Context: an optimization exercise on an open-source flow, tuned for small area. The choices shown serve that exercise and are no tape-out recipe.
Only simulation tests tie the RTL to the original design; equivalence was not proved.
Power and IR drop assume default switching activity. The clock port is modelled as an ideal driver; clocking choices that lean on that would not hold on a real chip.

## 05-01
## Memory
module Memory #(parameter Depth = 4,
                parameter Data_width = 32)
               ( input  wire clk,
                 input  wire rst,
                 input  wire EN,
                 input  wire wr_en,
                 input  wire rd_en,
                 input  wire [  Depth    - 1 : 0] add,
                 input  wire [Data_width - 1 : 0] Data_in,
                 output reg  valid_out,
                 output wire [Data_width - 1 : 0] Data_out
               );
localparam W = Data_width;
wire do_wr = EN & rd_en & ~wr_en;
wire do_rd = EN & wr_en & ~rd_en;
reg          phase;
reg  [W-1:0] st [0:15];
reg  [15:0]  written;
reg  [W-1:0] dq;
always @(posedge clk or negedge rst)
    if (~rst) phase <= 1'b0;
    else      phase <= ~phase;
wire [W-1:0] col = Data_in ^ {W{phase}};
wire [15:0] nsel;
wire [W-1:0] pr [0:7];
genvar r;
generate
    for (r = 0; r < 16; r = r + 1) begin : row
        wire         we  = do_wr & (add == r);
        wire         nwe = ~we;
        wire [W-1:0] nx;
        assign nsel[r] = ~(~do_wr & (add == r));
        oai22 #(W) u_nx (.a1(st[r]), .a2({W{we}}), .b1(col), .b2({W{nwe}}), .y(nx));
        always @(posedge clk)
            st[r] <= nx;
        always @(posedge clk or negedge rst)
            if (~rst)    written[r] <= 1'b0;
            else if (we) written[r] <= 1'b1;
    end
    for (r = 0; r < 8; r = r + 1) begin : rp
        oai22 #(W) u_rd (.a1(st[2*r]),   .a2({W{nsel[2*r]}}),
                         .b1(st[2*r+1]), .b2({W{nsel[2*r+1]}}), .y(pr[r]));
    end
endgenerate
wire [W-1:0] q0, q1, nq, dnx;
or4v   #(W) u_q0 (.a(pr[0]), .b(pr[1]), .c(pr[2]), .d(pr[3]), .y(q0));
or4v   #(W) u_q1 (.a(pr[4]), .b(pr[5]), .c(pr[6]), .d(pr[7]), .y(q1));
nor2v  #(W) u_nq (.a(q0), .b(q1), .y(nq));
  ...
Size: roughly 560 flip-flops, ~74 I/O pins.
export LEC_CHECK = 0
export CAP_MARGIN = 0
export CORE_MARGIN = 2
export CORE_UTILIZATION = 65
export GPL_TIMING_DRIVEN = 0
export SLEW_MARGIN = 0
export SYNTH_HIERARCHICAL = 1
export SYNTH_MINIMUM_KEEP_SIZE = 0
create_clock -name core_clock -period 5.0 [get_ports {clk}]
standard.sh (not shown) runs the stock make flow with config.mk's settings and CLKGATE_MAP_FILE= SYNTH_SCRIPT=/design/flow/synth_recipe.tcl, a recipe that flattens the netlist after the stock synthesis.
==> flow/flow/run.sh <==
#!/bin/bash
# The standard ORFS layout, with two changes passed to its make through the
# environment: ports are buffered with the smallest buffer, and clock tree
# synthesis adds no dummy loads. Each step's full log stays under orfs/logs/.
set -euo pipefail
cd "$(dirname "$0")/.."
export BUFFER_PORTS_ARGS="-buffer_cell sky130_fd_sc_hd__buf_1"
export CTS_ARGS="-sink_clustering_enable -repair_clock_nets -dont_use_dummy_load -sink_clustering_size 30 -sink_clustering_max_diameter 100 -buf_list {sky130_fd_sc_hd__clkbuf_8 sky130_fd_sc_hd__clkbuf_16}"
bash standard.sh > standard.log 2>&1
Final checks on 05-01, whose flow otherwise completed, came back failing, citing capacitance limit, slew limit.
### 05-01 -> 02-26
Settings: GPL_TIMING_DRIVEN no longer set, was 0; SLEW_MARGIN now 20, was 0; CAP_MARGIN now 20, was 0; CORE_UTILIZATION now 40, was 65.
==> flow/run.sh (new file) <==
#!/bin/bash
# synth_recipe.tcl (not shown) runs the flow's synth.tcl, then flattens the netlist and writes it again
# the make line also repeats each setting of config.mk as NAME=value (left out here)
make -C /OpenROAD-flow-scripts/flow DESIGN_CONFIG=/design/flow/config.mk WORK_HOME=/design/flow/orfs CLKGATE_MAP_FILE= SYNTH_SCRIPT=/design/flow/synth_recipe.tcl finish
removed: flow/flow/run.sh
removed: flow/standard.sh
Results
- Comparing share of the core filled with cells in the final layout for 02-26 and 05-01, the bigger number came from 05-01.
- Summary of 02-26 over 05-01: non-clock buffer count climbed 44%, net switching power climbed 21%, overall global routing resource usage dropped 14 points, sequential cell count barely changed, part of the total power dissipated in combinational logic dropped 2.0 points.
- NOTE: total met3 wirelength after detailed routing in 02-26 falls short of that of 05-01
- When 02-26 is measured against 05-01, its shortest clock period the worst path allows after layout turns out 1.00 ns lower.
- 05-01 has lower setup slack than 02-26.
- Routed length on met2: 02-26 and 05-01 compared, higher one is 02-26
- 02-26: flow completed, timing, DRC and antenna clean

========
v13:
The RTL this note starts from:
==> flow/design.v <==
module Memory #(parameter Depth = 4,
                parameter Data_width = 32)
               ( input  wire clk,
                 input  wire rst,
                 input  wire EN,
                 input  wire wr_en,
                 input  wire rd_en,
                 input  wire [  Depth    - 1 : 0] add,
                 input  wire [Data_width - 1 : 0] Data_in,
                 output reg  valid_out,
                 output wire [Data_width - 1 : 0] Data_out
               );
localparam W = Data_width;
wire do_wr = EN & rd_en & ~wr_en;
wire do_rd = EN & wr_en & ~rd_en;
reg          phase;
reg  [W-1:0] st [0:15];
reg  [15:0]  written;
reg  [W-1:0] dq;
always @(posedge clk or negedge rst)
    if (~rst) phase <= 1'b0;
    else      phase <= ~phase;
wire [W-1:0] col = Data_in ^ {W{phase}};
wire [15:0] nsel;
wire [W-1:0] pr [0:7];
wire [7:0]   pw;
genvar r;
generate
    for (r = 0; r < 16; r = r + 1) begin : row
        wire         we  = do_wr & (add == r);
        wire         nwe = ~we;
        wire [W-1:0] nx;
        assign nsel[r] = ~(~do_wr & (add == r));
        oai22 #(W) u_nx (.a1(st[r]), .a2({W{we}}), .b1(col), .b2({W{nwe}}), .y(nx));
        always @(posedge clk)
            st[r] <= nx;
        wire         wnx;
        or2v #(1) u_wn (.a(written[r]), .b(we), .y(wnx));
        always @(posedge clk or negedge rst)
            if (~rst) written[r] <= 1'b0;
            else      written[r] <= wnx;
    end
    for (r = 0; r < 8; r = r + 1) begin : rp
        oai22 #(W) u_rd (.a1(st[2*r]),   .a2({W{nsel[2*r]}}),
                         .b1(st[2*r+1]), .b2({W{nsel[2*r+1]}}), .y(pr[r]));
        oai22 #(1) u_wr (.a1(written[2*r]),   .a2(nsel[2*r]),
                         .b1(written[2*r+1]), .b2(nsel[2*r+1]), .y(pw[r]));
    end
endgenerate
wire [W-1:0] n0, n1, dnx;
nor4v   #(W) u_n0 (.a(pr[0]), .b(pr[1]), .c(pr[2]), .d(pr[3]), .y(n0));
nor4v   #(W) u_n1 (.a(pr[4]), .b(pr[5]), .c(pr[6]), .d(pr[7]), .y(n1));
oai211v #(W) u_dq (.a1(dq), .a2({W{~do_wr}}), .b(n0), .c(n1), .y(dnx));
always @(posedge clk)
    dq <= dnx;
assign Data_out = dq ^ {W{phase}};
always @(posedge clk)
    if (~do_wr)
        valid_out <= do_rd & ~|pw;
endmodule
module oai22 #(parameter W = 1)
             (input wire [W-1:0] a1, a2, b1, b2, output wire [W-1:0] y);
assign y = ~((a1 | a2) & (b1 | b2));
endmodule
module or2v #(parameter W = 1)
            (input wire [W-1:0] a, b, output wire [W-1:0] y);
assign y = a | b;
endmodule
module nor4v #(parameter W = 1)
             (input wire [W-1:0] a, b, c, d, output wire [W-1:0] y);
assign y = ~(a | b | c | d);
endmodule
module oai211v #(parameter W = 1)
               (input wire [W-1:0] a1, a2, b, c, output wire [W-1:0] y);
assign y = ~((a1 | a2) & b & c);
endmodule
export LEC_CHECK = 0
export CAP_MARGIN = 0
export CORE_MARGIN = 2
export CORE_UTILIZATION = 50
export PLACE_DENSITY = 0.9
export SLEW_MARGIN = 0
export SYNTH_HIERARCHICAL = 1
export SYNTH_MINIMUM_KEEP_SIZE = 0
create_clock -name core_clock -period 5.0 [get_ports {clk}]
==> flow/flow/run.sh <==
#!/bin/bash
# The standard ORFS layout with these changes:
#  - after the standard synthesis, the read-path NOR4 and OAI211 gates that
#    ABC mapped at drive strength 2 are set back to strength 1 (same
#    function; each drives a single gate input),
#  - ports are buffered with the smallest buffer,
#  - clock tree synthesis uses clkbuf_8 leaves and adds no dummy loads.
# The log of each standard.sh call is kept here; each ORFS step's full log
# stays under orfs/logs/.
set -euo pipefail
cd "$(dirname "$0")/.."
export BUFFER_PORTS_ARGS="-buffer_cell sky130_fd_sc_hd__buf_1"
export CTS_ARGS="-sink_clustering_enable -repair_clock_nets -dont_use_dummy_load -sink_clustering_size 11 -sink_clustering_max_diameter 50 -buf_list sky130_fd_sc_hd__clkbuf_4"
bash standard.sh synth > synth.log 2>&1
NET=orfs/results/sky130hd/Memory/base/1_2_yosys.v
cp "$NET" 1_2_yosys.standard.v
sed -i -e 's/sky130_fd_sc_hd__nor4_2 /sky130_fd_sc_hd__nor4_1 /' \
       -e 's/sky130_fd_sc_hd__o211ai_2 /sky130_fd_sc_hd__o211ai_1 /' "$NET"
rm -f orfs/results/sky130hd/Memory/base/1_synth.odb orfs/results/sky130hd/Memory/base/1_synth.sdc
bash standard.sh > layout.log 2>&1
For v48, these inputs were changed with respect to v13:
Settings: CORE_UTILIZATION now 56, was 50.
diff --git a/flow/flow/run.sh b/flow/flow/run.sh
--- a/flow/flow/run.sh
+++ b/flow/flow/run.sh
@@ -12,3 +12,3 @@
 export BUFFER_PORTS_ARGS="-buffer_cell sky130_fd_sc_hd__buf_1"
-export CTS_ARGS="-sink_clustering_enable -repair_clock_nets -dont_use_dummy_load -sink_clustering_size 11 -sink_clustering_max_diameter 50 -buf_list sky130_fd_sc_hd__clkbuf_4"
+export CTS_ARGS="-sink_clustering_enable -repair_clock_nets -dont_use_dummy_load -sink_clustering_size 18 -sink_clustering_max_diameter 100 -buf_list sky130_fd_sc_hd__clkbuf_8"
 bash standard.sh synth > synth.log 2>&1
### Flow results
Global-route wire length before repair for v48: 1900 µm up relative to v13. In v48, the post-route minimum period came out 0.12 ns below the value in v13. On area added between synthesis and finish, v48 and v13 are basically level. v48 and v13 ended up with roughly the same sequential share of layout area. v48 vs v13: placer congestion estimate up by a few percent. v48: all stages done; final checks FAILED (capacitance limit, slew limit). The higher global-route usage came out of v48. Compared with v13, v48 is hungrier on power.
Input-level comparison between v44 and v48:
Settings: a change of CORE_UTILIZATION from 56 to 50.
Results
v48 had finished all stages when the layout checks came back failing, citing capacitance limit, slew limit.
Every stage of the flow completed for v44, and the final layout passed the timing, design-rule and antenna checks.
Die area for v44: 0.0039 mm² up relative to v48
Compared with v48, in v44 placed wire-length estimate decreased about 1.5%; sequential share of layout area lost 0.16 points; data arrival time of the worst path -0.05 ns.
The higher least setup slack across all paths after layout came out of v44.

-- afterwards: timing with drivers on the ports --
The results above use ideal ports. As a check the final layouts listed here were re-extracted and re-timed, cells and wires unchanged.
Step 1, drivers: a clkbuf_16 drives clk and a buf_2 each remaining input, both assumed.
Step 2, shift: input delay + t, output delay - t, t = (earliest + latest rising clock arrival at the registers) / 2. This alone moves slack from input paths to output paths.
Slacks: ideal ports / drivers / drivers and shift; pairs: ideal ports / drivers.
run | t, ns | slack for setup (ns) | worst setup path at the end | slew at the worst register clock pin (ns) | pins driven straight from the clock port
05-01 | 0.595 | 0.472 / 0.498 / -0.097 | input to register | 0.11 / 0.11 | 1
02-26 | 0.661 | 1.475 / 1.478 / 0.849 | input to register | 0.07 / 0.07 | 1
v13 | 0.776 | 1.465 / 1.419 / 1.154 | input to register | 0.12 / 0.12 | 1
v48 | 0.609 | 1.590 / 1.541 / 1.155 | input to register | 0.12 / 0.12 | 1
v44 | 0.593 | 1.639 / 1.594 / 1.090 | input to register | 0.11 / 0.11 | 1
The setup slack of 02-26, which loses most, moves by +0.003 ns with the drivers and by -0.626 ns with both steps.
